What follows belongs to an exercise in optimizing a design on an open flow for small area; a production flow would make more cautious choices.
For this run, only the layout was checked, not whether the RTL still works.

==> flow/design.v <==
module uart_rx #(
    parameter CLK_FREQ = 50000000,
    parameter BAUD_RATE = 115200
) (
    input wire clk,
    input wire rst,
    input wire rx,
    output reg [7:0] data,
    output reg valid
);
    localparam CLKS_PER_BIT = CLK_FREQ / BAUD_RATE;
    localparam IDLE = 0;
    localparam START = 1;
    localparam DATA = 2;
    localparam STOP = 3;
    reg [1:0] state;
    reg [15:0] clk_count;
    reg [2:0] bit_index;
    always @(posedge clk) begin
        if (rst) begin
            valid <= 0;
            state <= IDLE;
            clk_count <= 0;
            bit_index <= 0;
        end else begin
        valid <= 0;
        case (state)
            IDLE: begin
                clk_count <= 0;
                bit_index <= 0;
                if (rx == 0) state <= START;
            end
            START: begin
                if (clk_count == (CLKS_PER_BIT / 2)) begin
                    if (rx == 0) begin
                        clk_count <= 0;
                        state <= DATA;
                    end else begin
                        state <= IDLE;
                    end
                end else begin
                    clk_count <= clk_count + 1;
                end
            end
            DATA: begin
                if (clk_count == CLKS_PER_BIT) begin
                    clk_count <= 0;
                    data[bit_index] <= rx;
                    if (bit_index == 7) begin
                        bit_index <= 0;
                        state <= STOP;
                    end else begin
                        bit_index <= bit_index + 1;
                    end
                end else begin
                    clk_count <= clk_count + 1;
                end
            end
            STOP: begin
                if (clk_count == CLKS_PER_BIT) begin
                    valid <= 1;
                    state <= IDLE;
                end else begin
                    clk_count <= clk_count + 1;
                end
            end
        endcase
        end
    end
endmodule
module uart_tx #(
    parameter CLK_FREQ = 50000000,
    parameter BAUD_RATE = 115200
) (
    input wire clk,
    input wire rst,
    input wire start,
    input wire [7:0] data,
    output reg tx,
    output reg busy
);
    localparam CLKS_PER_BIT = CLK_FREQ / BAUD_RATE;
    localparam IDLE = 0;
    localparam START = 1;
    localparam DATA = 2;
    localparam STOP = 3;
    reg [1:0] state;
    reg [15:0] clk_count;
    reg [2:0] bit_index;
    reg [7:0] data_reg;
    always @(posedge clk) begin
        if (rst) begin
            tx <= 1;
            busy <= 0;
            state <= IDLE;
            clk_count <= 0;
            bit_index <= 0;
        end else begin
        case (state)
            IDLE: begin
                tx <= 1;
                busy <= 0;
                if (start) begin
                    data_reg <= data;
                    state <= START;
                    busy <= 1;
                    clk_count <= 0;
                end
            end
            START: begin
                tx <= 0;
                if (clk_count == CLKS_PER_BIT) begin
                    clk_count <= 0;
                    state <= DATA;
                    bit_index <= 0;
                end else begin
                    clk_count <= clk_count + 1;
                end
            end
            DATA: begin
                tx <= data_reg[bit_index];
                if (clk_count == CLKS_PER_BIT) begin
                    clk_count <= 0;
                    if (bit_index == 7) begin
                        state <= STOP;
                    end else begin
                        bit_index <= bit_index + 1;
                    end
                end else begin
                    clk_count <= clk_count + 1;
                end
            end
            STOP: begin
                tx <= 1;
                if (clk_count == CLKS_PER_BIT) begin
                    state <= IDLE;
                    busy <= 0;
                end else begin
                    clk_count <= clk_count + 1;
                end
            end
        endcase
        end
    end
endmodule
module firepi_top (
    input  clk_50mhz,
    input  rst,  
    input  uart_rx,  
    output uart_tx,
    input  uart1_rx,  
    output uart1_tx,
    output led_out,  
    output led_solved  
);
    reg [24:0] counter;
    always @(posedge clk_50mhz) counter <= rst ? 25'd0 : counter + 1;
    wire slow_clk = counter[22];
    wire [7:0] rx_byte;
    wire rx_valid;
    reg [7:0] tx_byte;
    reg tx_start;
    wire tx_busy;
    uart_rx #(.CLK_FREQ(50000000), .BAUD_RATE(115200)) u_rx (
        .clk(clk_50mhz),
        .rst(rst),
        .rx(uart_rx),
        .data(rx_byte),
        .valid(rx_valid)
    );
    uart_tx #(.CLK_FREQ(50000000), .BAUD_RATE(115200)) u_tx (
        .clk(clk_50mhz),
        .rst(rst),
        .start(tx_start),
        .data(tx_byte),
        .tx(uart_tx),
        .busy(tx_busy)
    );
    wire [7:0] rx1_byte;
    wire rx1_valid;
    reg [7:0] tx1_byte;
    reg tx1_start;
    wire tx1_busy;
    uart_rx #(.CLK_FREQ(50000000), .BAUD_RATE(115200)) u_rx1 (
        .clk(clk_50mhz),
        .rst(rst),
        .rx(uart1_rx),
        .data(rx1_byte),
        .valid(rx1_valid)
    );
    uart_tx #(.CLK_FREQ(50000000), .BAUD_RATE(115200)) u_tx1 (
        .clk(clk_50mhz),
        .rst(rst),
        .start(tx1_start),
        .data(tx1_byte),
        .tx(uart1_tx),
        .busy(tx1_busy)
    );
    reg signed [15:0] amp [0:3]; 
    localparam signed [15:0] INV_SQRT_2 = 11586;
    localparam signed [15:0] ONE = 16384;
    localparam S_IDLE = 0;
    localparam S_READ_CMD = 1;
    localparam S_GET_ARG1 = 2;
    localparam S_GET_ARG2 = 3;
    localparam S_EXEC_H = 4;
    localparam S_EXEC_CNOT = 5;
    localparam S_EXEC_MEASURE_CALC = 6;
    localparam S_SEND_RESP = 7;
    localparam S_WAIT_TX_START = 8;
    localparam S_RESET_Q = 9;
    localparam S_WAIT_TX_END = 10;
    localparam S_EXEC_MEASURE_DECIDE = 11;
    localparam S_SYNC_PREPARE = 12;
    localparam S_SYNC_HEADER_WAIT_START = 13;
    localparam S_SYNC_HEADER_WAIT_END = 14;
    localparam S_SYNC_SEND_BODY = 15;
    localparam S_SYNC_BODY_WAIT_START = 16;
    localparam S_SYNC_BODY_WAIT_END = 17;
    localparam S_APPLY_REMOTE = 18;
    reg [4:0] state;
    reg [7:0] cmd_reg;
    reg [7:0] arg1;
    reg [7:0] arg2;
    reg [7:0] resp_buffer [0:3];  
    reg [2:0] resp_idx;
    reg [2:0] resp_len;
    reg processing;
    reg green_state;  
    reg [7:0] sync_tx_buf [0:9];
    reg [3:0] sync_tx_idx;
    reg [7:0] sync_rx_buf [0:9];
    reg [3:0] sync_rx_idx;
    reg remote_update_ready;
    reg [1:0] rx1_state;  
    always @(posedge clk_50mhz) begin
        if (rst) begin
            sync_rx_idx <= 0;
            rx1_state <= 0;
            remote_update_ready <= 0;
        end else begin
        if (rx1_valid) begin
            case (rx1_state)
                0: begin  
                    if (rx1_byte == 8'hAA) begin
                        sync_rx_idx <= 0;
                        rx1_state <= 1;
                    end
                end
                1: begin  
                    sync_rx_buf[sync_rx_idx] <= rx1_byte;
                    if (sync_rx_idx == 9) begin
                        remote_update_ready <= 1;
                        rx1_state <= 0;
                    end else begin
                        sync_rx_idx <= sync_rx_idx + 1;
                    end
                end
            endcase
        end
        if (state == S_APPLY_REMOTE) begin
            remote_update_ready <= 0;
        end
        end
    end
    reg [15:0] lfsr;
    always @(posedge clk_50mhz) begin
        if (rst) lfsr <= 16'hACE1;
        else lfsr <= {lfsr[14:0], lfsr[15] ^ lfsr[13] ^ lfsr[12] ^ lfsr[10]};
    end
    reg [31:0] meas_sq0, meas_sq1, meas_sq2, meas_sq3;
    reg [15:0] meas_rnd;
    always @(posedge clk_50mhz) begin
        if (rst) begin
            amp[0] <= ONE; amp[1] <= 0; amp[2] <= 0; amp[3] <= 0;
            tx_start <= 0;
            tx1_start <= 0;
            state <= S_IDLE;
            resp_idx <= 0;
            resp_len <= 0;
            processing <= 0;
            green_state <= 1;
            sync_tx_idx <= 0;
        end else begin
        tx_start <= 0;
        tx1_start <= 0;
        case (state)
            S_IDLE: begin
                processing <= 0;
                if (remote_update_ready) begin
                    processing <= 1;
                    state <= S_APPLY_REMOTE;
                end else if (rx_valid) begin
                    cmd_reg <= rx_byte;
                    processing <= 1;
                    state <= S_READ_CMD;
                end
            end
            S_APPLY_REMOTE: begin
                amp[0] <= {sync_rx_buf[0], sync_rx_buf[1]};
                amp[1] <= {sync_rx_buf[2], sync_rx_buf[3]};
                amp[2] <= {sync_rx_buf[4], sync_rx_buf[5]};
                amp[3] <= {sync_rx_buf[6], sync_rx_buf[7]};
                green_state <= sync_rx_buf[8][0];
                state <= S_IDLE;
            end
            S_READ_CMD: begin
                case (cmd_reg)
                    "r": state <= S_RESET_Q;  
                    "h": state <= S_GET_ARG1;  
                    "c": state <= S_GET_ARG1;  
                    "m": state <= S_EXEC_MEASURE_CALC;  
                    "e": begin
                        resp_buffer[0] <= "K"; resp_buffer[1] <= "\r"; resp_buffer[2] <= "\n";
                        resp_len <= 3;
                        resp_idx <= 0;
                        state <= S_SYNC_PREPARE;
                    end
                    default: state <= S_IDLE;
                endcase
            end
            S_GET_ARG1: begin
                if (rx_valid) begin
                    arg1 <= rx_byte;  
                    if (cmd_reg == "h") state <= S_EXEC_H;
                    else if (cmd_reg == "c") state <= S_GET_ARG2;
                end
            end
            S_GET_ARG2: begin
                if (rx_valid) begin
                    arg2 <= rx_byte;
                    state <= S_EXEC_CNOT;
                end
            end
            S_RESET_Q: begin
                amp[0] <= ONE; amp[1] <= 0; amp[2] <= 0; amp[3] <= 0;
                green_state <= 1;
                resp_buffer[0] <= "K"; resp_buffer[1] <= "\r"; resp_buffer[2] <= "\n";
                resp_len <= 3;
                resp_idx <= 0;
                state <= S_SEND_RESP;
            end
            S_EXEC_H: begin
                green_state <= 0;  
                if (arg1 == "0") begin
                    amp[0] <= ($signed({{16{amp[0][15]}}, amp[0]}) + $signed({{16{amp[1][15]}}, amp[1]})) * $signed({{16{INV_SQRT_2[15]}}, INV_SQRT_2}) >>> 14;
                    amp[1] <= ($signed({{16{amp[0][15]}}, amp[0]}) - $signed({{16{amp[1][15]}}, amp[1]})) * $signed({{16{INV_SQRT_2[15]}}, INV_SQRT_2}) >>> 14;
                    amp[2] <= ($signed({{16{amp[2][15]}}, amp[2]}) + $signed({{16{amp[3][15]}}, amp[3]})) * $signed({{16{INV_SQRT_2[15]}}, INV_SQRT_2}) >>> 14;
                    amp[3] <= ($signed({{16{amp[2][15]}}, amp[2]}) - $signed({{16{amp[3][15]}}, amp[3]})) * $signed({{16{INV_SQRT_2[15]}}, INV_SQRT_2}) >>> 14;
                end else if (arg1 == "1") begin
                    amp[0] <= ($signed({{16{amp[0][15]}}, amp[0]}) + $signed({{16{amp[2][15]}}, amp[2]})) * $signed({{16{INV_SQRT_2[15]}}, INV_SQRT_2}) >>> 14;
                    amp[2] <= ($signed({{16{amp[0][15]}}, amp[0]}) - $signed({{16{amp[2][15]}}, amp[2]})) * $signed({{16{INV_SQRT_2[15]}}, INV_SQRT_2}) >>> 14;
                    amp[1] <= ($signed({{16{amp[1][15]}}, amp[1]}) + $signed({{16{amp[3][15]}}, amp[3]})) * $signed({{16{INV_SQRT_2[15]}}, INV_SQRT_2}) >>> 14;
                    amp[3] <= ($signed({{16{amp[1][15]}}, amp[1]}) - $signed({{16{amp[3][15]}}, amp[3]})) * $signed({{16{INV_SQRT_2[15]}}, INV_SQRT_2}) >>> 14;
                end
                resp_buffer[0] <= "K"; resp_buffer[1] <= "\r"; resp_buffer[2] <= "\n";
                resp_len <= 3;
                resp_idx <= 0;
                state <= S_SEND_RESP;
            end
            S_EXEC_CNOT: begin
                green_state <= 0;  
                if (arg1 == "0" && arg2 == "1") begin
                    amp[1] <= amp[3];
                    amp[3] <= amp[1];
                end else if (arg1 == "1" && arg2 == "0") begin
                    amp[2] <= amp[3];
                    amp[3] <= amp[2];
                end
                resp_buffer[0] <= "K"; resp_buffer[1] <= "\r"; resp_buffer[2] <= "\n";
                resp_len <= 3;
                resp_idx <= 0;
                state <= S_SEND_RESP;
            end
            S_EXEC_MEASURE_CALC: begin
                meas_sq0 <= $signed({{16{amp[0][15]}}, amp[0]}) * $signed({{16{amp[0][15]}}, amp[0]});
                meas_sq1 <= $signed({{16{amp[1][15]}}, amp[1]}) * $signed({{16{amp[1][15]}}, amp[1]});
                meas_sq2 <= $signed({{16{amp[2][15]}}, amp[2]}) * $signed({{16{amp[2][15]}}, amp[2]});
                meas_sq3 <= $signed({{16{amp[3][15]}}, amp[3]}) * $signed({{16{amp[3][15]}}, amp[3]});
                meas_rnd <= lfsr;
                state <= S_EXEC_MEASURE_DECIDE;
            end
            S_EXEC_MEASURE_DECIDE: begin
                if (meas_rnd[13:0] < (meas_sq0 >> 14)) begin
                    resp_buffer[0] <= "0"; resp_buffer[1] <= "0";
                    amp[0] <= ONE; amp[1] <= 0; amp[2] <= 0; amp[3] <= 0;
                end else if (meas_rnd[13:0] < ((meas_sq0 + meas_sq1) >> 14)) begin
                    resp_buffer[0] <= "0"; resp_buffer[1] <= "1";
                    amp[0] <= 0; amp[1] <= ONE; amp[2] <= 0; amp[3] <= 0;
                end else if (meas_rnd[13:0] < ((meas_sq0 + meas_sq1 + meas_sq2) >> 14)) begin
                    resp_buffer[0] <= "1"; resp_buffer[1] <= "0";
                    amp[0] <= 0; amp[1] <= 0; amp[2] <= ONE; amp[3] <= 0;
                end else begin
                    resp_buffer[0] <= "1"; resp_buffer[1] <= "1";
                    amp[0] <= 0; amp[1] <= 0; amp[2] <= 0; amp[3] <= ONE;
                end
                resp_buffer[2] <= "\r"; 
                resp_buffer[3] <= "\n";
                resp_len <= 4;
                resp_idx <= 0;
                green_state <= 1;  
                state <= S_SYNC_PREPARE;  
            end
            S_SYNC_PREPARE: begin
                sync_tx_buf[0] <= amp[0][15:8]; sync_tx_buf[1] <= amp[0][7:0];
                sync_tx_buf[2] <= amp[1][15:8]; sync_tx_buf[3] <= amp[1][7:0];
                sync_tx_buf[4] <= amp[2][15:8]; sync_tx_buf[5] <= amp[2][7:0];
                sync_tx_buf[6] <= amp[3][15:8]; sync_tx_buf[7] <= amp[3][7:0];
                sync_tx_buf[8] <= {7'b0, green_state};
                sync_tx_buf[9] <= 8'h00;  
                sync_tx_idx <= 0;
                if (!tx1_busy) begin
                    tx1_byte <= 8'hAA;
                    tx1_start <= 1;
                    state <= S_SYNC_HEADER_WAIT_START;
                end
            end
            S_SYNC_HEADER_WAIT_START: begin
                tx1_start <= 0;
                if (tx1_busy) state <= S_SYNC_HEADER_WAIT_END;
            end
            S_SYNC_HEADER_WAIT_END: begin
                if (!tx1_busy) begin
                    state <= S_SYNC_SEND_BODY;
                end
            end
            S_SYNC_SEND_BODY: begin
                if (!tx1_busy) begin
                    tx1_byte <= sync_tx_buf[sync_tx_idx];
                    tx1_start <= 1;
                    state <= S_SYNC_BODY_WAIT_START;
                end
            end
            S_SYNC_BODY_WAIT_START: begin
                tx1_start <= 0;
                if (tx1_busy) state <= S_SYNC_BODY_WAIT_END;
            end
            S_SYNC_BODY_WAIT_END: begin
                if (!tx1_busy) begin
                    if (sync_tx_idx < 9) begin
                        sync_tx_idx <= sync_tx_idx + 1;
                        state <= S_SYNC_SEND_BODY;
                    end else begin
                        state <= S_SEND_RESP;
                    end
                end
            end
            S_SEND_RESP: begin
                if (!tx_busy) begin
                    tx_byte <= resp_buffer[resp_idx];
                    tx_start <= 1;
                    state <= S_WAIT_TX_START;
                end
            end
            S_WAIT_TX_START: begin
                tx_start <= 0;
                if (tx_busy) state <= S_WAIT_TX_END;
            end
            S_WAIT_TX_END: begin
                if (!tx_busy) begin
                    if (resp_idx < resp_len - 1) begin
                        resp_idx <= resp_idx + 1;
                        state <= S_SEND_RESP;
                    end else begin
                        state <= S_IDLE;
                    end
                end
            end
        endcase
        end
    end
    assign led_solved = (!processing) && green_state;
    assign led_out = processing ? counter[22] : (!green_state);
endmodule
==> flow/run.sh <==
#!/bin/bash
# synth_recipe.tcl (not shown) runs the flow's synth.tcl, then flattens the netlist and writes it again
# the make line also repeats each setting of config.mk as NAME=value (left out here)
make -C /OpenROAD-flow-scripts/flow DESIGN_CONFIG=/design/flow/config.mk WORK_HOME=/design/flow/orfs CLKGATE_MAP_FILE= SYNTH_SCRIPT=/design/flow/synth_recipe.tcl finish
==> flow/config.mk <==
export PLATFORM = sky130hd
export DESIGN_NAME = firepi_top
export DESIGN_NICKNAME = firepi_top
export VERILOG_FILES = /design/flow/design.v
export SDC_FILE = /design/flow/constraint.sdc
export NUM_CORES = 4
export LEC_CHECK = 0
export CAP_MARGIN = 20
export CORE_MARGIN = 2
export CORE_UTILIZATION = 40
export SLEW_MARGIN = 20
==> flow/constraint.sdc <==
create_clock -name core_clock -period 20.0 [get_ports {clk_50mhz}]
set_input_delay 4.0000 -clock core_clock [delete_from_list [all_inputs] [get_ports {clk_50mhz}]]
set_output_delay 4.0000 -clock core_clock [all_outputs]
set_load 0.01 [all_outputs]
==> run notes <==
- Worst endpoint data arrival time: 10.86 ns
- Based on the critical path, the design can be clocked at up to 97.30 MHz.
- Routed WL: between 200000 and 250000 um
* Clock-pin transition on the worst setup and hold timing paths: approximately 0.060 ns
- Final cell count without fillers: approximately 12000
- DRC Markers: 0
- Counting every sink on the clock net gives roughly 530.
* Die area: around 220000 um2
- By area the synthesized netlist is led by fa_1 28%, ha_1 19%, edfxtp_1 11%, inv_1 9.5%, dfxtp_1 5.1%.
* Horizontal extent of the die: roughly 470 um
- Across every metal layer, demand over resource in global routing totals about 22%.
* Fin crit share: between 50% and 60%
- The region available for standard cell placement spans roughly 210000 um2.
* Row count: 169
* Grt peak-use layer: met2
- Type of destination of the critical path: register
* Met3 track demand over resource in global routing: approximately 3.7%
- The biggest area contributor in the post-synthesis netlist is fa_1.
- Entering global routing, the biggest net connects 73 pins.
- Setup TNS Final: 0 ns
- Final Slew Violations: 0
- DIE HEIGHT: 465.4 um
- Slew at the pin closest to its max-slew limit: ~1.2 ns
- After legalization and detailed placement, the total HPWL measured between 150000 and 200000 um.
- Setup violations remaining at the end of the flow were counted as 0.
* Maximum net fanout on the critical path: 18
* Largest registers: sync_rx_buf (65), sync_tx_buf (65), amp (64)
* Clock root buffer: clkbuf_16
- OpenSTA, run right after detailed placement, puts the worst setup slack at 9.842 ns.
- The path class of the tightest hold or removal check is reg -> reg.
* Clk buf depth: 3
* Sequential cell area: 13630 um2
* TritonCTS clock tree: yes
- Subtracting the final worst setup slack from the clock period gives 10.28 ns.
- For this run, the number of Yosys warnings is 6.
- At the end of the flow, the number of nets in the layout was between 10000 and 15000.
* Antenna violation net count after detailed routing: 0
- The number of hold buffers added after CTS was 0.
- Once the clock tree was built, the setup fixing pass inserted 0 buffers.
- Post-route setup slack: just under 10 ns
- Number of buffers added on ports: 7
- The worst setup path is launched from a register.
- Most frequent cells in the layout: 2163 x inv_1, 1292 x ha_1, 1205 x fa_1
* Max-Cap Viols: 0
* Placed cell count: between 10000 and 15000
- Yosys reg bits: roughly 530
- Summing every instance area after synthesis gives 85140 um2.
* RSZ-0062 raised after global routing: no
* Class of the most critical setup path: reg -> reg
* Depth of the worst register-to-register path: 34
- Cell count after synthesis: about 9000
- Number of synthesized flops with an enable pin: about 310
- Syn nets: approximately 12000
- In the final routed layout, each cell accounts on average for 19.72 um.
- The H-tree was split into 3 levels.
- Once the clock tree was built, the resizer swapped 0 gates to a different size.
- Number of global-route vias before repair: 65166
* Peak per-stage delay on the critical path: around 0.93 ns
* Required time reported for the critical path endpoint: 20.58 ns
- Portion of synthesized cell area occupied by the leading cell type: around 28%
- A synthesized cell averages roughly 9.3 um2.
- Leading cell type in the layout, fill and taps excluded: inv_1
* Overflow left after global routing: 0
- Slew Limit Headroom: around 18%
* Source-to-sink clock delay at the later pin of the worst-skew pair: approximately 0.7 ns
- Count of cells along the worst hold path: 1
* Gp weighted congestion: around 0.93
- Wire length of the first global-routing pass: about 370000 um
- Relative to the synthesized area, the layout overhead comes to 6.795%.
* Via/cell ratio: 5.217
- Met2 track utilization from global routing: roughly 36%
- The hold violation total from the final report was 0.
- For this run, the leading register cell type out of synthesis is edfxtp_1.
- Slowest cell on the critical path: dfxtp_1
- After the first detailed-routing iteration, the DRC count stood at roughly 4400.
* Share of the core filled with cells in the final layout: a little over two fifths
- In this run the count of I/O pins placed on the die edge is 8.
* Global routing met1 resource utilization: 29.16%
- Clock skew: 0.04369 ns
- Sequential fraction of the synthesis area: 16.00%
- Router iterations before antenna repair: 8
- Async S/R FF share, synth: 0%
- Area of combinational cells with multiple inputs: 62570 um2
* Number of unique standard cell types used by synthesis: 94
- The filler cells instantiated in the layout total 20623.
- The run finished with no timing, DRC or antenna violations.
* Via Count: approximately 62000
- Starting Density: 40.18%
* Min Hold Slack: 0.4166 ns
- The initial antenna violation count was 15.
- The number of clock buffers added by TritonCTS is 66.
* Fraction of layout instances using a drive strength above 1: 3.499%
## worst paths after layout
| path | end | slack [ns] | start |
|---|---|---|---|
| max reg2reg | amp[0][15] | 9.72 | amp[0][1] |
| min | lfsr[15] | 0.42 | lfsr[14] |
| min reg2reg | lfsr[15] | 0.42 | lfsr[14] |
| max | amp[0][15] | 9.72 | amp[0][1] |
## synth_stat cells, drive strengths merged, types with 14 or more instances
master and number:
o21ai 218, o31a 15, fa 1205, a22oi 28
xnor2 320, a211oi 60, nor2b 71, nor4 32
mux2 14, a222oi 20, nand4 41, clkbuf 204
a21o 134, and2 62, o21bai 50, xor2 197
nor3b 14, nand3b 15, or2 30, o211ai 35
a221o 14, mux2i 32, nor2 623, a21oi 342
and3 42, o31ai 15, edfxtp 309, or3 38
nor3 131, inv 2169, buf 17, nand3 115
nand2 520, a221oi 56, nand2b 83, o21a 50
dfxtp 217, a31oi 39, ha 1292
## stage by stage
step                      area, um2
after global routing          90920
after detailed placement      88750
after CTS                     90900
final                         90930
after global placement        88750
after floorplan               85140
## critical path: cells and delay by family, from the launching register on
family | cells | cell delay, ns
AOI/OAI and AO/OA | 13 | 2.92
xor gates and xnor gates | 2 | 0.75
adders and majority gates | 8 | 3.65
buffers and inverters | 6 | 1.19
DFF | 1 | 0.93
and+or+nand+nor | 5 | 0.74
## area by class of cell
cell class	instances	share of cell area (%)
multi-input cells	6179	68.82
inverters	2182	9.008
repair buffers	111	0.9371
diodes	2	0.005504
clock buffers	78	1.946
clock inverters	41	0.4183
well taps	2821	3.882
flip-flops and latches	526	14.99
## logic make-up (layout without fill, tap and decap cells)
| family | Yosys count | after routing | share of synthesized area [%] |
|---|---|---|---|
| flops | 526 | 526 | 16.00 |
| buf+inv | 2403 | 2412 | 10.60 |
| xor+xnor | 519 | 519 | 5.371 |
| fa+ha+maj | 2497 | 2497 | 47.32 |
| simple gates | 1869 | 1869 | 10.21 |
| mux | 50 | 50 | 0.6672 |
| other cells | 0 | 2 | 0 |
| compound gates | 1244 | 1244 | 9.821 |
## per-layer routing
layer  share of wire [%]  vias to the layer above  routed length [um]
met2                  45                     1851              107000
met4                 4.5                        8               10660
met1                  43                    30830              101800
met5               0.020                        -                  48
li1                    -                    29162                   -
met3                 6.8                      442               15930

==> what the ideal ports hide <==
No port has a modelled driver above. Below, the same layout with a new extraction and two added sets of constraints. Step 1 sets driving cells, clkbuf_16 on the clock port and buf_2 on the other inputs (assumed; they add their load-dependent delay and slew). Step 2, shift: input delay + t, output delay - t, t = (earliest + latest rising clock arrival at the registers) / 2. This alone moves slack from input paths to output paths. a / b / c = no drivers / after step 1 / after step 2; a / b = the first two.
t, ns: 0.744
setup WS [ns]: 9.722 / 9.722 / 9.722
worst hold slack (ns): 0.417 / 0.417 / 0.417
worst register clock-pin slew, ns: 0.07 / 0.07
pins driven straight from the clock port: 1
After both steps this run still meets setup and hold. For this run, drivers alone change the setup slack by 0.000 ns; drivers and shift together by 0.000 ns.
